Background: an optimization exercise with open tools, aiming at small area. Do not read the settings as production practice.
The RTL was checked by simulation tests, not by an equivalence proof against the original design.
No driver is modelled on the clock port, so clocking that relies on it looks cheaper here than on a real chip.
No activity file was given, so power comes from the tool's default toggle rates.

==> flow/design.v <==
`timescale 1 ns / 1 ps
`timescale 1 ns / 1 ps
module CPWindowAdding(
	input SYS_CLK,
	input RST,
	input [27:0] DATA_IN,
	input [6:0] DATA_INDEX_IN,
	input DATA_IN_VALID,
	output reg [27:0] DATA_OUT,
    output reg DATA_OUT_LAST,
	output reg DATA_OUT_VALID 
);
reg [128*28-1:0] delay_line;
always @ (posedge SYS_CLK)
    delay_line <= {delay_line[127*28-1:0], DATA_IN};
wire [27:0] delayed_128 = delay_line[128*28-1:127*28];  
wire [27:0] delayed_127 = delay_line[127*28-1:126*28];  
reg read_active;
reg [6:0] read_count;
always @ (posedge SYS_CLK)
    begin
        if (RST)
            read_active <= 1'b0;
        else
            read_active <= (read_active && read_count != 7'd127) || DATA_INDEX_IN == 7'd127;
        read_count <= read_active ? read_count + 1'b1 : 7'd0;
    end
reg [26:0] prev_first_half;
always @ (posedge SYS_CLK)
    begin
        if (RST)
            prev_first_half <= 27'd0;
        else if (DATA_INDEX_IN == 7'd127)
            prev_first_half <= delayed_127[27:1];
    end
localparam BLK = 2;
wire [27:0] win_a = {DATA_IN[27], DATA_IN[27:1]};
wire [27:0] win_b = {prev_first_half[26], prev_first_half};
wire [27:0] win_s0;         
wire [27:0] win_rc;         
wire [28/BLK:0] win_bc;     
wire [27:0] window;
assign win_bc[0] = 1'b0;
genvar gi;
generate for (gi = 0; gi < 28; gi = gi + 1) begin : bits
    wire cin = (gi % BLK == 0) ? 1'b0 : win_rc[gi-1];
    assign win_s0[gi] = win_a[gi] ^ win_b[gi] ^ cin;
    assign win_rc[gi] = (win_a[gi] & win_b[gi]) | (cin & (win_a[gi] ^ win_b[gi]));
end
for (gi = 0; gi < 28; gi = gi + BLK) begin : blocks
    wire [BLK-1:0] s0 = win_s0[gi+BLK-1:gi];
    wire [BLK:0] ones;      
    assign ones[0] = 1'b1;
    genvar gj;
    for (gj = 0; gj < BLK; gj = gj + 1) begin : inc
        assign ones[gj+1] = ones[gj] & s0[gj];
        assign window[gi+gj] = s0[gj] ^ (win_bc[gi/BLK] & ones[gj]);
    end
    assign win_bc[gi/BLK+1] = win_rc[gi+BLK-1] | (win_bc[gi/BLK] & ones[BLK]);
end endgenerate
always @ (posedge SYS_CLK)
    begin
        if (DATA_INDEX_IN == 7'd96)
            DATA_OUT <= window;
        else if (DATA_INDEX_IN > 7'd96)
            DATA_OUT <= DATA_IN;
        else
            DATA_OUT <= delayed_128;
    end
always @ (posedge SYS_CLK)
    begin
        if(RST)
        	begin
                DATA_OUT_LAST <= 1'b0;
        		DATA_OUT_VALID <= 1'b0;
        	end
        else
        	begin
                DATA_OUT_LAST <= read_active && read_count == 7'd127;
        		if (DATA_INDEX_IN >= 7'd96 || read_active)
        		    DATA_OUT_VALID <= 1'b1;
        		else if (~DATA_IN_VALID)
        		    DATA_OUT_VALID <= 1'b0;
        	end
    end
endmodule
clock: 6.5 ns
lec_check: 0
cap_margin: 20
core_margin: 2
core_utilization: 70
place_density: 0.65
slew_margin: 20
standard.sh (not shown) runs the stock make flow with config.mk's settings and CLKGATE_MAP_FILE= SYNTH_SCRIPT=/design/flow/synth_recipe.tcl, a recipe that flattens the netlist after the stock synthesis.
==> flow/flow/run.sh <==
#!/bin/bash
# Own flow: the standard layout (standard.sh) with a leaner clock tree:
# clkbuf_8 buffers over clusters of at most 21 flip-flops and no dummy
# loads. rebalance.tcl (after CTS) and grt_rebalance.tcl (after global
# routing) move flip-flops off any leaf buffer whose clock slew comes out high.
# The ports are buffered with buf_1. make's full output goes to
# standard_flow.log and each ORFS step's log to orfs/logs/.
set -euo pipefail
export CTS_ARGS="-sink_clustering_enable -repair_clock_nets -dont_use_dummy_load -buf_list sky130_fd_sc_hd__clkbuf_8 -sink_clustering_size 19 -sink_clustering_max_diameter 50"
export BUFFER_PORTS_ARGS="-buffer_cell sky130_fd_sc_hd__buf_1"
export POST_CTS_TCL="$(pwd)/flow/rebalance.tcl"
export POST_GLOBAL_ROUTE_TCL="$(pwd)/flow/grt_rebalance.tcl"
bash standard.sh finish > standard_flow.log 2>&1
==> flow/flow/grt_rebalance.tcl <==
set grt_slew_limit 0.110
set grt_slew_target 0.102
set grt_max_reach 40000 ;# dbu: how far a flip-flop may be from its new buffer
set ::grt_block [ord::get_db_block]

proc grt_leaf_info {} {
  # name -> {worst sink slew, x, y} for every leaf clock buffer
  set info [dict create]
  foreach inst [get_cells -quiet clkbuf_leaf_*] {
    set name [get_full_name $inst]
    set worst 0
    set y [get_pins -of_objects $inst -filter "direction==output"]
    foreach pin [get_pins -quiet -of_objects [get_nets -of_objects $y] -filter "direction==input"] {
      set s [get_property $pin slew_max]
      if {$s > $worst} { set worst $s }
    }
    set loc [[$::grt_block findInst $name] getLocation]
    dict set info $name [list $worst [lindex $loc 0] [lindex $loc 1]]
  }
  return $info
}

set grt_moved 0
set grt_started 0
for {set round 1} {$round <= 20} {incr round} {
  estimate_parasitics -global_routing
  set info [grt_leaf_info]
  set slow {}
  dict for {name v} $info {
    if {[lindex $v 0] > $grt_slew_limit} { lappend slow $name }
  }
  puts "grt_rebalance: round $round, [llength $slow] leaf buffers over $grt_slew_limit ns"
  if {[llength $slow] == 0} { break }
  if {!$grt_started} {
    global_route -start_incremental
    set grt_started 1
  }
  set taken {}
  set moved_now 0
  foreach name $slow {
    lassign [dict get $info $name] s bx by
    set net [[$::grt_block findInst $name] findITerm X]
    set net [$net getNet]
    set far ""
    set fard -1
    foreach it [$net getITerms] {
      if {[$it isOutputSignal]} { continue }
      set loc [[$it getInst] getLocation]
      set d [expr {abs([lindex $loc 0]-$bx) + abs([lindex $loc 1]-$by)}]
      if {$d > $fard} { set fard $d; set far $it; set fx [lindex $loc 0]; set fy [lindex $loc 1] }
    }
    if {$far eq ""} { continue }
    set best ""
    set bestd $grt_max_reach
    dict for {other v} $info {
      if {$other eq $name || [lsearch -exact $taken $other] >= 0} { continue }
      if {[lindex $v 0] > $grt_slew_target} { continue }
      set d [expr {abs([lindex $v 1]-$fx) + abs([lindex $v 2]-$fy)}]
      if {$d < $bestd} { set bestd $d; set best $other }
    }
    if {$best eq ""} { continue }
    lappend taken $best
    set to [[[$::grt_block findInst $best] findITerm X] getNet]
    $far disconnect
    $far connect $to
    incr grt_moved
    incr moved_now
  }
  if {$moved_now == 0} { break }
  # route the changed nets before estimating again
  global_route -end_incremental
  global_route -start_incremental
}
if {$grt_started} {
  global_route -end_incremental
  estimate_parasitics -global_routing
  write_guides $::env(RESULTS_DIR)/route.guide
}
set worst 0
dict for {name v} [grt_leaf_info] { if {[lindex $v 0] > $worst} { set worst [lindex $v 0] } }
puts "grt_rebalance: moved $grt_moved flip-flop clock pins; worst leaf sink slew now $worst ns"
Other scripts of this flow, unchanged in this note and not shown: flow/flow/rebalance.tcl
The baseline finished with timing, DRC and antenna clean.
Then changed:
==> flow/flow/run.sh (replaced) <==
#!/bin/bash
# Own flow: the standard layout (standard.sh) with a leaner clock tree:
# clkbuf_8 buffers over clusters of at most 20 flip-flops and no dummy
# loads. rebalance.tcl (after CTS) and grt_rebalance.tcl (after global
# routing) move flip-flops off any leaf buffer whose clock slew comes out high.
# The ports are buffered with buf_1. make's full output goes to
# standard_flow.log and each ORFS step's log to orfs/logs/.
set -euo pipefail
export CTS_ARGS="-sink_clustering_enable -repair_clock_nets -dont_use_dummy_load -buf_list sky130_fd_sc_hd__clkbuf_8 -sink_clustering_size 20 -sink_clustering_max_diameter 50"
export BUFFER_PORTS_ARGS="-buffer_cell sky130_fd_sc_hd__buf_1"
export POST_CTS_TCL="$(pwd)/flow/rebalance.tcl"
export POST_GLOBAL_ROUTE_TCL="$(pwd)/flow/grt_rebalance.tcl"
bash standard.sh finish > standard_flow.log 2>&1
--- a/flow/flow/grt_rebalance.tcl
+++ b/flow/flow/grt_rebalance.tcl
@@ -1,4 +1,4 @@
-set grt_slew_limit 0.110
-set grt_slew_target 0.102
+set grt_slew_limit 0.124
+set grt_slew_target 0.112
 set grt_max_reach 40000 ;# dbu: how far a flip-flop may be from its new buffer
 set ::grt_block [ord::get_db_block]
Effect: Power went down slightly. Core utilization shrinks by 0.11 points. Cell count stays flat. Clock power decreases slightly. Wire length fell slightly.
Then changed:
==> flow/flow/run.sh (replaced) <==
#!/bin/bash
# Own flow: the standard layout (standard.sh) with a leaner clock tree:
# clkbuf_8 buffers over clusters of at most 21 flip-flops and no dummy
# loads. rebalance.tcl (after CTS) and grt_rebalance.tcl (after global
# routing) move flip-flops off any leaf buffer whose clock slew comes out high.
# The ports are buffered with buf_1. make's full output goes to
# standard_flow.log and each ORFS step's log to orfs/logs/.
set -euo pipefail
export CTS_ARGS="-sink_clustering_enable -repair_clock_nets -dont_use_dummy_load -buf_list sky130_fd_sc_hd__clkbuf_8 -sink_clustering_size 18 -sink_clustering_max_diameter 50"
export BUFFER_PORTS_ARGS="-buffer_cell sky130_fd_sc_hd__buf_1"
export POST_CTS_TCL="$(pwd)/flow/rebalance.tcl"
export POST_GLOBAL_ROUTE_TCL="$(pwd)/flow/grt_rebalance.tcl"
bash standard.sh finish > standard_flow.log 2>&1
--- a/flow/flow/grt_rebalance.tcl
+++ b/flow/flow/grt_rebalance.tcl
@@ -1,4 +1,4 @@
-set grt_slew_limit 0.124
-set grt_slew_target 0.112
+set grt_slew_limit 0.110
+set grt_slew_target 0.102
 set grt_max_reach 40000 ;# dbu: how far a flip-flop may be from its new buffer
 set ::grt_block [ord::get_db_block]
Synthesized area is unchanged.
Sequential cell count is unchanged.
Non-clock buffer count does not change.
Then changed:
--- a/flow/flow/run.sh
+++ b/flow/flow/run.sh
@@ -7,5 +7,5 @@
 # standard_flow.log and each ORFS step's log to orfs/logs/.
 set -euo pipefail
-export CTS_ARGS="-sink_clustering_enable -repair_clock_nets -dont_use_dummy_load -buf_list sky130_fd_sc_hd__clkbuf_8 -sink_clustering_size 18 -sink_clustering_max_diameter 50"
+export CTS_ARGS="-sink_clustering_enable -repair_clock_nets -dont_use_dummy_load -buf_list sky130_fd_sc_hd__clkbuf_8 -sink_clustering_size 21 -sink_clustering_max_diameter 50"
 export BUFFER_PORTS_ARGS="-buffer_cell sky130_fd_sc_hd__buf_1"
 export POST_CTS_TCL="$(pwd)/flow/rebalance.tcl"
--- a/flow/flow/grt_rebalance.tcl
+++ b/flow/flow/grt_rebalance.tcl
@@ -1,4 +1,4 @@
-set grt_slew_limit 0.110
-set grt_slew_target 0.102
+set grt_slew_limit 0.124
+set grt_slew_target 0.112
 set grt_max_reach 40000 ;# dbu: how far a flip-flop may be from its new buffer
 set ::grt_block [ord::get_db_block]
After rerunning: Fmax is about the same; power fell slightly; setup slack barely changes; critical path depth stays the same.

========
RTL: the design.v shown in full above, as it stands there.
clock: 6.5 ns
lec_check: 0
cap_margin: 20
core_margin: 2
core_utilization: 68
place_density: 0.6
slew_margin: 20
==> flow/flow/run.sh <==
#!/bin/bash
# Own flow: the standard layout (standard.sh) with a leaner clock tree:
# clkbuf_8 buffers over clusters of at most 19 flip-flops and no dummy
# loads. rebalance.tcl (after CTS) and grt_rebalance.tcl (after global
# routing) move flip-flops off any leaf buffer whose clock slew comes out high.
# The ports are buffered with buf_1. make's full output goes to
# standard_flow.log and each ORFS step's log to orfs/logs/.
set -euo pipefail
export CTS_ARGS="-sink_clustering_enable -repair_clock_nets -dont_use_dummy_load -buf_list sky130_fd_sc_hd__clkbuf_8 -sink_clustering_size 19 -sink_clustering_max_diameter 50"
export BUFFER_PORTS_ARGS="-buffer_cell sky130_fd_sc_hd__buf_1"
export POST_CTS_TCL="$(pwd)/flow/rebalance.tcl"
export POST_GLOBAL_ROUTE_TCL="$(pwd)/flow/grt_rebalance.tcl"
bash standard.sh finish > standard_flow.log 2>&1
Other scripts of this flow, unchanged in this note and not shown: flow/flow/grt_rebalance.tcl, flow/flow/rebalance.tcl
The first run completed with no timing, DRC or antenna violations.
Then changed:
--- a/flow/flow/run.sh
+++ b/flow/flow/run.sh
@@ -3 +3 @@
-# clkbuf_8 buffers over clusters of at most 19 flip-flops and no dummy
+# clkbuf_8 buffers over clusters of at most 20 flip-flops and no dummy
@@ -9 +9 @@
-export CTS_ARGS="-sink_clustering_enable -repair_clock_nets -dont_use_dummy_load -buf_list sky130_fd_sc_hd__clkbuf_8 -sink_clustering_size 19 -sink_clustering_max_diameter 50"
+export CTS_ARGS="-sink_clustering_enable -repair_clock_nets -dont_use_dummy_load -buf_list sky130_fd_sc_hd__clkbuf_8 -sink_clustering_size 20 -sink_clustering_max_diameter 50"
--- a/flow/config.mk
+++ b/flow/config.mk
@@ -10,2 +10,2 @@
-export CORE_UTILIZATION = 68
-export PLACE_DENSITY = 0.6
+export CORE_UTILIZATION = 72
+export PLACE_DENSITY = 0.7
After rerunning: Via count hardly moves; design area shrinks by 0.35%; count of clock-buffer cells in the layout fell by 10; area after synthesis does not change.

========
Another version of the RTL of CPWindowAdding (not shown whole).
For scale: ~4100 cells after synthesis, about 68 I/O pins, about 0.076 mm^2 of cells after synthesis.
clock: 6.5 ns
lec_check: 0
cap_margin: 20
core_margin: 2
core_utilization: 75
place_density: 0.85
slew_margin: 20
==> flow/flow/run.sh <==
#!/bin/bash
# Own flow: the standard layout, with the clock tree built from clkbuf_8
# leaf clusters and no dummy loads, and the ports buffered with buf_1.
set -euo pipefail
export CTS_ARGS="-sink_clustering_enable -repair_clock_nets -dont_use_dummy_load -buf_list sky130_fd_sc_hd__clkbuf_8 -sink_clustering_size 18 -sink_clustering_max_diameter 45"
export BUFFER_PORTS_ARGS="-buffer_cell sky130_fd_sc_hd__buf_1"
bash standard.sh finish > standard_flow.log 2>&1
Then changed:
==> flow/run.sh (new file) <==
#!/bin/bash
# synth_recipe.tcl (not shown) runs the flow's synth.tcl, then flattens the netlist and writes it again
# the make line also repeats each setting of config.mk as NAME=value (left out here)
make -C /OpenROAD-flow-scripts/flow DESIGN_CONFIG=/design/flow/config.mk WORK_HOME=/design/flow/orfs CLKGATE_MAP_FILE= SYNTH_SCRIPT=/design/flow/synth_recipe.tcl finish
Settings changed: CORE_UTILIZATION 75 to 65, PLACE_DENSITY 0.85 to 0.75.
removed: flow/flow/run.sh
removed: flow/standard.sh
Effect: The changed run completed without violations; worst hold slack is better by 0.041 ns; sequential cell count is unchanged; global-route usage went down by 2.4 points; fmax went down by 4.7%; wire length came out lower by 0.72%; die area rises by 15%; design area increases by 9.8%; sequential share of layout area goes down by 8.1 points; total power grows by 29%; cell count is higher by 9.5%.
Then changed:
Settings changed: CORE_UTILIZATION 65 to 40, PLACE_DENSITY 0.75 to not set.
What happened: Sequential share of layout area drops by 2.1 points. Area after synthesis is unchanged. Critical path depth is unchanged. Hold slack got worse by 0.021 ns. Cell area climbs by 2.6%. Routed wire length drops by about 25%. Clock skew climbs by 0.0058 ns. First-iteration DRC count drops by about 30%. Utilization drops by 28 points. Via count drops by 2.8%. Synthesized cell count stays the same.
Then changed:
Settings changed: CORE_UTILIZATION 40 to 80, CTS_BUF_LIST set to sky130_fd_sc_hd__clkbuf_8, CTS_CLUSTER_DIAMETER set to 40, CTS_CLUSTER_SIZE set to 16, PLACE_DENSITY set to 0.88.
Outcome: This time the run ended with an error in 3_5_place_dp; area after synthesis stays the same; synthesized cell count does not change.

==> afterwards: timing with drivers on the ports <==
In the flow no input, the clock included, has a driving cell. The finished layouts below were timed again as built, in two steps. Step 1, drivers: a clkbuf_16 drives SYS_CLK and a buf_2 each remaining input, both assumed. Step 2 also shifts input and output timing later by t, the mid clock arrival at the registers, as if the neighbouring blocks saw the same clock. a / b / c = ideal ports / drivers / drivers and shift; a / b = the first two.
run	t (ns)	setup slack, ns	worst setup path after step 2	slew at the worst register clock pin (ns)	worst slew at a driven data input, ns
the first run of note 1	0.914	2.822 / 2.859 / 1.945	input to register	0.11 / 0.11	0.07
the second run of note 1	0.915	2.818 / 2.856 / 1.941	input to register	0.11 / 0.11	0.07
the third run of note 1	0.916	2.813 / 2.851 / 1.935	input to register	0.11 / 0.11	0.07
the fourth run of note 1	0.899	2.811 / 2.848 / 1.948	input to register	0.12 / 0.12	0.07
the first run of note 2	0.913	2.959 / 3.006 / 2.092	input to register	0.11 / 0.11	0.15
the second run of note 2	0.933	2.866 / 2.909 / 1.976	input to register	0.12 / 0.12	0.17
the first run of note 3	0.942	3.131 / 3.100 / 2.159	input to register	0.12 / 0.12	0.15
the second run of note 3	0.925	2.965 / 2.876 / 1.951	input to register	0.08 / 0.08	0.16
the third run of note 3	0.961	2.906 / 2.959 / 1.998	input to register	0.07 / 0.07	0.16
After both steps setup and hold are still met in every run listed. The setup slack of the second run of note 3, which loses most, moves by -0.089 ns with the drivers and by -1.014 ns with both steps.
